Background: an optimization exercise with open tools, aiming at small area. Do not read the settings as production practice.
At most, simulation tests tie the RTL to the original design; equivalence was not proved.

==> inputs of 11-19 <==
==> flow/design.v (excerpt) <==
module cordic_pipeline(
    input  wire         clk,
    input  wire         rst,
    input  wire         valid_in,
    input  wire  signed [15:0] x_in,
    input  wire  signed [15:0] y_in,
    output reg   signed [15:0] magnitude,
    output reg          valid
);
    wire [15:0] x0 = x_in;
    wire        s0 = y_in[15];
    wire [15:0] u0 = y_in ^ {16{~y_in[15]}};
    wire [15:0] xo1 = ~(u0 >> 0) & 16'hffff;
    wire [15:0] ad1a = x0, ad1b = xo1;
    wire [15:0] ad1g = ad1a & ad1b, ad1p = ad1a ^ ad1b;
    wire [16:0] ad1c;
    assign ad1c[0] = s0;
    wire ad1G1 = ad1g[1] | (ad1p[1] & (ad1g[0] | (ad1p[0] & ad1c[0])));
    wire ad1G2 = ad1g[3] | (ad1p[3] & ad1g[2]);
    wire ad1P2 = ad1p[3] & ad1p[2];
    wire ad1G3 = ad1g[5] | (ad1p[5] & ad1g[4]);
    wire ad1P3 = ad1p[5] & ad1p[4];
    wire ad1G4 = ad1g[7] | (ad1p[7] & ad1g[6]);
    wire ad1P4 = ad1p[7] & ad1p[6];
    wire ad1G5 = ad1g[9] | (ad1p[9] & ad1g[8]);
    wire ad1P5 = ad1p[9] & ad1p[8];
    wire ad1G6 = ad1g[11] | (ad1p[11] & ad1g[10]);
    wire ad1P6 = ad1p[11] & ad1p[10];
    wire ad1G7 = ad1g[13] | (ad1p[13] & ad1g[12]);
    wire ad1P7 = ad1p[13] & ad1p[12];
    wire ad1G8 = ad1g[15] | (ad1p[15] & ad1g[14]);
    wire ad1P8 = ad1p[15] & ad1p[14];
    wire ad1G9 = ad1G2 | (ad1P2 & ad1G1);
    wire ad1G10 = ad1G4 | (ad1P4 & ad1G3);
    wire ad1P10 = ad1P4 & ad1P3;
    wire ad1G11 = ad1G6 | (ad1P6 & ad1G5);
    wire ad1P11 = ad1P6 & ad1P5;
    wire ad1G12 = ad1G8 | (ad1P8 & ad1G7);
    wire ad1P12 = ad1P8 & ad1P7;
    wire ad1G13 = ad1G10 | (ad1P10 & ad1G9);
    wire ad1G14 = ad1G12 | (ad1P12 & ad1G11);
    wire ad1P14 = ad1P12 & ad1P11;
    wire ad1G15 = ad1G14 | (ad1P14 & ad1G13);
  ...
Settings: LEC_CHECK=0, ABC_AREA=1, CAP_MARGIN=20, CORE_MARGIN=2, CORE_UTILIZATION=60, CTS_BUF_LIST=sky130_fd_sc_hd__clkbuf_8, CTS_CLUSTER_DIAMETER=60, CTS_CLUSTER_SIZE=20, PLACE_DENSITY=0.7, SLEW_MARGIN=20, SYNTH_HIERARCHICAL=1, SYNTH_MINIMUM_KEEP_SIZE=0; clock period 5.0 ns.
standard.sh (not shown) runs the stock make flow with config.mk's settings and CLKGATE_MAP_FILE= SYNTH_SCRIPT=/design/flow/synth_recipe.tcl, a recipe that flattens the netlist after the stock synthesis.
==> flow/flow/run.sh <==
#!/bin/bash
set -euo pipefail
CTS="-sink_clustering_enable -repair_clock_nets -dont_use_dummy_load"
CTS="$CTS -buf_list sky130_fd_sc_hd__clkbuf_8 -sink_clustering_size 20 -sink_clustering_max_diameter 60"
bash standard.sh "CTS_ARGS=$CTS" "BUFFER_PORTS_ARGS=-buffer_cell sky130_fd_sc_hd__buf_1" RECOVER_POWER=100 finish > flow_make.log 2>&1
==> 09-09: changes against 11-19 <==
--- a/flow/design.v
+++ b/flow/design.v
@@ -1465,62 +1465,50 @@
     wire ad27G6 = ad27g[11] | (ad27p[11] & ad27g[10]);
     wire ad27P6 = ad27p[11] & ad27p[10];
     wire ad27G7 = ad27g[13] | (ad27p[13] & ad27g[12]);
     wire ad27P7 = ad27p[13] & ad27p[12];
     wire ad27G8 = ad27g[15] | (ad27p[15] & ad27g[14]);
     wire ad27P8 = ad27p[15] & ad27p[14];
-    wire ad27G9 = ad27g[2] | (ad27p[2] & ad27G1);
-    wire ad27G10 = ad27G2 | (ad27P2 & ad27G1);
-    wire ad27G11 = ad27g[6] | (ad27p[6] & ad27G3);
-    wire ad27P11 = ad27p[6] & ad27P3;
-    wire ad27G12 = ad27G4 | (ad27P4 & ad27G3);
-    wire ad27P12 = ad27P4 & ad27P3;
-    wire ad27G13 = ad27g[10] | (ad27p[10] & ad27G5);
-    wire ad27P13 = ad27p[10] & ad27P5;
-    wire ad27G14 = ad27G6 | (ad27P6 & ad27G5);
-    wire ad27P14 = ad27P6 & ad27P5;
-    wire ad27G15 = ad27g[14] | (ad27p[14] & ad27G7);
-    wire ad27P15 = ad27p[14] & ad27P7;
-    wire ad27G16 = ad27G8 | (ad27P8 & ad27G7);
-    wire ad27P16 = ad27P8 & ad27P7;
-    wire ad27G17 = ad27g[4] | (ad27p[4] & ad27G10);
-    wire ad27G18 = ad27G3 | (ad27P3 & ad27G10);
-    wire ad27G19 = ad27G11 | (ad27P11 & ad27G10);
-    wire ad27G20 = ad27G12 | (ad27P12 & ad27G10);
-    wire ad27G21 = ad27g[12] | (ad27p[12] & ad27G14);
-    wire ad27P21 = ad27p[12] & ad27P14;
-    wire ad27G22 = ad27G7 | (ad27P7 & ad27G14);
-    wire ad27P22 = ad27P7 & ad27P14;
-    wire ad27G23 = ad27G15 | (ad27P15 & ad27G14);
-    wire ad27P23 = ad27P15 & ad27P14;
-    wire ad27G24 = ad27G16 | (ad27P16 & ad27G14);
-    wire ad27P24 = ad27P16 & ad27P14;
-    wire ad27G25 = ad27g[8] | (ad27p[8] & ad27G20);
-    wire ad27G26 = ad27G5 | (ad27P5 & ad27G20);
-    wire ad27G27 = ad27G13 | (ad27P13 & ad27G20);
-    wire ad27G28 = ad27G14 | (ad27P14 & ad27G20);
-    wire ad27G29 = ad27G21 | (ad27P21 & ad27G20);
-    wire ad27G30 = ad27G22 | (ad27P22 & ad27G20);
-    wire ad27G31 = ad27G23 | (ad27P23 & ad27G20);
-    wire ad27G32 = ad27G24 | (ad27P24 & ad27G20);
+    wire ad27G9 = ad27G2 | (ad27P2 & ad27G1);
+    wire ad27G10 = ad27G4 | (ad27P4 & ad27G3);
+    wire ad27P10 = ad27P4 & ad27P3;
+    wire ad27G11 = ad27G6 | (ad27P6 & ad27G5);
+    wire ad27P11 = ad27P6 & ad27P5;
+    wire ad27G12 = ad27G8 | (ad27P8 & ad27G7);
+    wire ad27P12 = ad27P8 & ad27P7;
+    wire ad27G13 = ad27G10 | (ad27P10 & ad27G9);
+    wire ad27G14 = ad27G12 | (ad27P12 & ad27G11);
+    wire ad27P14 = ad27P12 & ad27P11;
+    wire ad27G15 = ad27G14 | (ad27P14 & ad27G13);
+    wire ad27G16 = ad27G11 | (ad27P11 & ad27G13);
+    wire ad27G17 = ad27G3 | (ad27P3 & ad27G9);
+    wire ad27G18 = ad27G5 | (ad27P5 & ad27G13);
+    wire ad27G19 = ad27G7 | (ad27P7 & ad27G16);
+    wire ad27G20 = ad27g[2] | (ad27p[2] & ad27G1);
+    wire ad27G21 = ad27g[4] | (ad27p[4] & ad27G9);
+    wire ad27G22 = ad27g[6] | (ad27p[6] & ad27G17);
+    wire ad27G23 = ad27g[8] | (ad27p[8] & ad27G13);
+    wire ad27G24 = ad27g[10] | (ad27p[10] & ad27G18);
+    wire ad27G25 = ad27g[12] | (ad27p[12] & ad27G16);
+    wire ad27G26 = ad27g[14] | (ad27p[14] & ad27G19);
     assign ad27c[1] = (ad27g[0] | (ad27p[0] & ad27c[0]));
     assign ad27c[2] = ad27G1;
-    assign ad27c[3] = ad27G9;
-    assign ad27c[4] = ad27G10;
-    assign ad27c[5] = ad27G17;
-    assign ad27c[6] = ad27G18;
-    assign ad27c[7] = ad27G19;
-    assign ad27c[8] = ad27G20;
-    assign ad27c[9] = ad27G25;
-    assign ad27c[10] = ad27G26;
-    assign ad27c[11] = ad27G27;
-    assign ad27c[12] = ad27G28;
-    assign ad27c[13] = ad27G29;
-    assign ad27c[14] = ad27G30;
-    assign ad27c[15] = ad27G31;
-    assign ad27c[16] = ad27G32;
+    assign ad27c[3] = ad27G20;
+    assign ad27c[4] = ad27G9;
+    assign ad27c[5] = ad27G21;
+    assign ad27c[6] = ad27G17;
+    assign ad27c[7] = ad27G22;
+    assign ad27c[8] = ad27G13;
+    assign ad27c[9] = ad27G23;
+    assign ad27c[10] = ad27G18;
+    assign ad27c[11] = ad27G24;
+    assign ad27c[12] = ad27G16;
+    assign ad27c[13] = ad27G25;
+    assign ad27c[14] = ad27G19;
+    assign ad27c[15] = ad27G26;
+    assign ad27c[16] = ad27G15;
     wire [15:0] ad27 = ad27p ^ ad27c[15:0];
     wire [15:0] w14 = ad27;
     wire u14b = w14[14] ^ ~w14[15];
     wire s14 = w14[15] ^ ~rs12;
     wire e15 = (x14[0] & ~u14b) | (x14[0] & s14) | (~u14b & s14);
     wire [14:0] ones15;   
==> comparison table <==
metric                                                         09-09        11-19
Share of the core filled with cells in the final layout        63.6%        66.9%
Reg2Reg Setup Slack                                          0.23 ns      0.14 ns
Length in cells of the worst reg-to-reg path                      14           22
Multi-input combinational cell area                      12,400 um^2  13,300 um^2
Transition time at the pin with the least slew margin       0.785 ns      1.14 ns
Number of global-route vias before repair                      13.9k        13.3k
Nets                                                           2,546        2,544
Simple-gate share of the synthesized area                      9.30%        8.47%
Run status                                  timing/DRC/antenna clean  timing/DRC/antenna clean
Estimated wirelength of the detail-placed design           30,000 um    28,600 um
Combined global-route utilization of all metal layers          20.1%        19.0%
Delay of the slowest cell on the worst path                  0.46 ns      0.42 ns
Clock Buffer Count                                                34           35
Total number of tap cells                                        468          511
Initial Utilization                                            60.6%        61.0%
Area fraction in compound gates after synthesis                3.86%        1.53%
No functional check of the RTL was part of 11-19.

-- static timing again, ports no longer ideal --
In the flow no input, the clock included, has a driving cell. The finished layouts below were timed again as built, in two steps.
Step 1 sets driving cells, clkbuf_16 on the clock port and buf_2 on the other inputs (assumed; they add their load-dependent delay and slew).
Step 2 moves the port delays by t, midway between the first and last clock arrival at a register: inputs arrive t later, outputs are due t later. That takes back most of the time a late clock gives input paths.
a / b / c = no drivers / after step 1 / after step 2; a / b = the first two.
run	t (ns)	slack for setup (ns)	slew at the worst register clock pin (ns)
11-19	0.585	0.140 / 0.140 / -0.130	0.12 / 0.12
09-09	0.579	0.234 / 0.234 / 0.116	0.11 / 0.11
With both steps, setup timing fails in 11-19, where it was met with ideal ports. For 11-19, which loses most, drivers alone change the setup slack by 0.000 ns; drivers and shift together by -0.270 ns.
